Background: an optimization exercise with open tools, aiming at a short achievable clock period and few clock cycles. Do not read the settings as production practice.
Where RTL was checked, it was by simulation tests only, not by an equivalence proof against the original.
No activity file was given, so power comes from the tool's default toggle rates.

Setup of v48:
==> flow/design.v (excerpt) <==
module hw5_cpu(
  clk,
  rst_n,
  imem_addr,
  imem_data,
  dmem_addr,
  dmem_we,
  dmem_wdata,
  dmem_rdata,
  LEDR, LEDG,
  HEX0, HEX1, HEX2, HEX3
);
Size: about 2700 cells after synthesis, ~130 I/O pins, ~30000 sq um of cells after synthesis.
Settings: LEC_CHECK=0, CAP_MARGIN=20, CORE_MARGIN=2, CORE_UTILIZATION=40, SLEW_MARGIN=20, TNS_END_PERCENT=10; clock period 12.0 ns.
standard.sh (not shown) runs the stock make flow with config.mk's settings and CLKGATE_MAP_FILE= SYNTH_SCRIPT=/design/flow/synth_recipe.tcl, a recipe that flattens the netlist after the stock synthesis.
==> flow/flow/run.sh <==
#!/bin/bash
# The standard layout, with timing repair aimed below the design's period.
set -euo pipefail
bash standard.sh SETUP_SLACK_MARGIN=9 MATCH_CELL_FOOTPRINT=0 finish > flow.log 2>&1
v48: flow completed, timing, DRC and antenna clean
Testbench counts of v48, summed over its fixed seeds: cycles 19,565.
Input-level comparison between v24 and v48:
Settings: CORE_UTILIZATION: 40 -> 50.
==> flow/flow/run.sh <==
#!/bin/bash
# The standard layout, with timing repair aimed below the design's period.
set -euo pipefail
bash standard.sh SETUP_SLACK_MARGIN=8.5 finish > flow.log 2>&1
==> comparison <==
v24 finished every stage and its layout cleared the timing, design-rule and antenna checks. Summary of v24 over v48: fraction of area in multi-input gates rose by 0.79 points; post-route cell area fell by 820 sq um; part of the total power dissipated in combinational logic fell by 1.7 points; buffering stage count on the worst path with inverters included fell by 5. Die area ended up 15000 sq um lower on v24 than on v48. | routed wire length | v24 vs v48 | about 3% lower |. Higher count of TritonRoute iterations in the first routing pass was reported by v48, not v24. Lower final period utilization was reported by v48, not v24.
> inputs changed (v24 -> v29)
Settings: changing CORE_UTILIZATION from 50 to 30.
[summary]
Timing, DRC, antenna: 0 failures across v24 and v29
Net switching component of the power: v24 vs v29, no meaningful difference
When v29 is measured against v24, its initial antenna violation count turns out 1 higher.
Portion of total power attributed to combinational logic (v29 over v24): increase, 0.5 points
Changes observed in v29 relative to v24: setup slack higher, via count essentially unchanged.
## Diff of input files: v3 against v29
Settings: changing CORE_UTILIZATION from 30 to 40; setting PLACE_DENSITY to 0.75 for the first time.
[summary]
Across v29 and v3, none had a timing, DRC or antenna violation.
Relative to v29, the overall die width measured on v3 has decreased by more than 10%.
v3 vs. v29: largest stage delay on the critical path went down 0.21 ns; clock skew held.
v3 vs. v29: core footprint shrank by 25000 sq um; worst-case reg-to-reg path depth grew by 1.
In the tables for v29 and v3, first-iteration DRC count reads higher with v3.
Compared to v29, v3 has cell area after placement about 1.3% lower.
Row count went down by more than 10% going from v29 to v3.
Count of cells resized by post-cts repair (v3 over v29): increase, about 20%
v29 has a lower mean routed wirelength per cell than v3.

## fjord
Another version of the RTL of hw5_cpu (not shown whole).
For scale: roughly 2,700 cells after synthesis, about 130 I/O pins, roughly 30,000 um^2 of cells after synthesis.
clock: 12.0 ns
lec_check: 0
cap_margin: 20
core_margin: 2
core_utilization: 40
slew_margin: 20
tns_end_percent: 10
==> flow/flow/run.sh <==
#!/bin/bash
# The standard layout, with timing repair aimed below the design's period.
set -euo pipefail
bash standard.sh SETUP_SLACK_MARGIN=8.5 finish > flow.log 2>&1
The following lists how juniper was set up differently from fjord:
Settings: TNS_END_PERCENT now 20, was 10.
[summary]
The final layout from juniper, which completed every stage, passed the timing, design-rule and antenna checks at the end of the flow.
The higher largest net degree at the start of global routing came out of juniper.
[compare] base=fjord new=juniper: leakage component of the power went up 0.63 nW, actual slew at the worst max-slew pin went down 0.10 ns.
Time the worst path needs with I/O delays and setup up 0.026 ns in juniper wrt fjord
[inputs] garnet vs juniper
Settings: a change of TNS_END_PERCENT from 20 to 10.
==> flow/flow/run.sh <==
#!/bin/bash
# The standard layout, with timing repair aimed below the design's period.
# The standard synthesis runs first, unchanged; the layout after it also
# keeps the delay cells out, so that port buffers are not delay cells.
set -euo pipefail
bash standard.sh synth > synth.log 2>&1
bash standard.sh SETUP_SLACK_MARGIN=8.5 "DONT_USE_CELLS=sky130_fd_sc_hd__probe_p_8 sky130_fd_sc_hd__probec_p_8 sky130_fd_sc_hd__lpflow_bleeder_1 sky130_fd_sc_hd__lpflow_clkbufkapwr_1 sky130_fd_sc_hd__lpflow_clkbufkapwr_16 sky130_fd_sc_hd__lpflow_clkbufkapwr_2 sky130_fd_sc_hd__lpflow_clkbufkapwr_4 sky130_fd_sc_hd__lpflow_clkbufkapwr_8 sky130_fd_sc_hd__lpflow_clkinvkapwr_1 sky130_fd_sc_hd__lpflow_clkinvkapwr_16 sky130_fd_sc_hd__lpflow_clkinvkapwr_2 sky130_fd_sc_hd__lpflow_clkinvkapwr_4 sky130_fd_sc_hd__lpflow_clkinvkapwr_8 sky130_fd_sc_hd__lpflow_decapkapwr_12 sky130_fd_sc_hd__lpflow_decapkapwr_3 sky130_fd_sc_hd__lpflow_decapkapwr_4 sky130_fd_sc_hd__lpflow_decapkapwr_6 sky130_fd_sc_hd__lpflow_decapkapwr_8 sky130_fd_sc_hd__lpflow_inputiso0n_1 sky130_fd_sc_hd__lpflow_inputiso0p_1 sky130_fd_sc_hd__lpflow_inputiso1n_1 sky130_fd_sc_hd__lpflow_inputiso1p_1 sky130_fd_sc_hd__lpflow_inputisolatch_1 sky130_fd_sc_hd__lpflow_isobufsrc_1 sky130_fd_sc_hd__lpflow_isobufsrc_16 sky130_fd_sc_hd__lpflow_isobufsrc_2 sky130_fd_sc_hd__lpflow_isobufsrc_4 sky130_fd_sc_hd__lpflow_isobufsrc_8 sky130_fd_sc_hd__lpflow_isobufsrckapwr_16 sky130_fd_sc_hd__lpflow_lsbuf_lh_hl_isowell_tap_1 sky130_fd_sc_hd__lpflow_lsbuf_lh_hl_isowell_tap_2 sky130_fd_sc_hd__lpflow_lsbuf_lh_hl_isowell_tap_4 sky130_fd_sc_hd__lpflow_lsbuf_lh_isowell_4 sky130_fd_sc_hd__lpflow_lsbuf_lh_isowell_tap_1 sky130_fd_sc_hd__lpflow_lsbuf_lh_isowell_tap_2 sky130_fd_sc_hd__lpflow_lsbuf_lh_isowell_tap_4 sky130_fd_sc_hd__clkdlybuf4s15_1 sky130_fd_sc_hd__clkdlybuf4s15_2 sky130_fd_sc_hd__clkdlybuf4s18_1 sky130_fd_sc_hd__clkdlybuf4s18_2 sky130_fd_sc_hd__clkdlybuf4s25_1 sky130_fd_sc_hd__clkdlybuf4s25_2 sky130_fd_sc_hd__clkdlybuf4s50_1 sky130_fd_sc_hd__clkdlybuf4s50_2 sky130_fd_sc_hd__dlygate4sd1_1 sky130_fd_sc_hd__dlygate4sd2_1 sky130_fd_sc_hd__dlygate4sd3_1 sky130_fd_sc_hd__dlymetal6s2s_1 sky130_fd_sc_hd__dlymetal6s4s_1 sky130_fd_sc_hd__dlymetal6s6s_1 " finish > flow.log 2>&1
Results
NOTE: wire length on met1 in garnet falls short of that of juniper
Net switching component of the power: garnet < juniper
Reported for juniper and garnet, overall die area turned out identical to the last digit.
As far as flip-flop and latch count after synthesis goes, juniper and garnet are indistinguishable; the numbers are identical.
Function was not checked in any run of this note: the RTL went through the layout flow alone.

[afterwards: timing with drivers on the ports]
In the flow no input, the clock included, has a driving cell. The finished layouts below were timed again as built, in two steps.
Step 1: set_driving_cell puts a clkbuf_16 on clk and a buf_2 on each other input, an assumption about the parent block.
Step 2 times the ports against the registers' clock, not the clock port: input delays grow and output delays shrink by t, the midpoint of the rising clock arrivals with the driver on.
Three values: no drivers, after step 1, after step 2; two values: the first two.
run	t (ns)	setup WS [ns]	worst hold slack (ns)	clock arrival spread, ns	pins driven straight from the clock port
v48	0.684	8.015 / 7.851 / 7.167	0.402 / 0.402 / 0.402	0.038 / 0.038	1
v24	0.691	7.932 / 7.868 / 7.273	0.395 / 0.395 / 0.395	0.032 / 0.032	1
v29	0.686	7.941 / 7.878 / 7.207	0.402 / 0.402 / 0.402	0.027 / 0.027	1
v3	0.683	7.910 / 7.802 / 7.119	0.411 / 0.411 / 0.411	0.030 / 0.029	1
fjord	0.683	7.943 / 7.871 / 7.187	0.383 / 0.383 / 0.383	0.044 / 0.043	1
juniper	0.692	7.917 / 7.804 / 7.112	0.378 / 0.378 / 0.378	0.040 / 0.040	1
garnet	0.686	7.865 / 7.871 / 7.185	0.392 / 0.392 / 0.392	0.034 / 0.034	1
After both steps every run listed still meets setup and hold. For v48, which loses most, drivers alone change the setup slack by -0.164 ns; drivers and shift together by -0.848 ns.
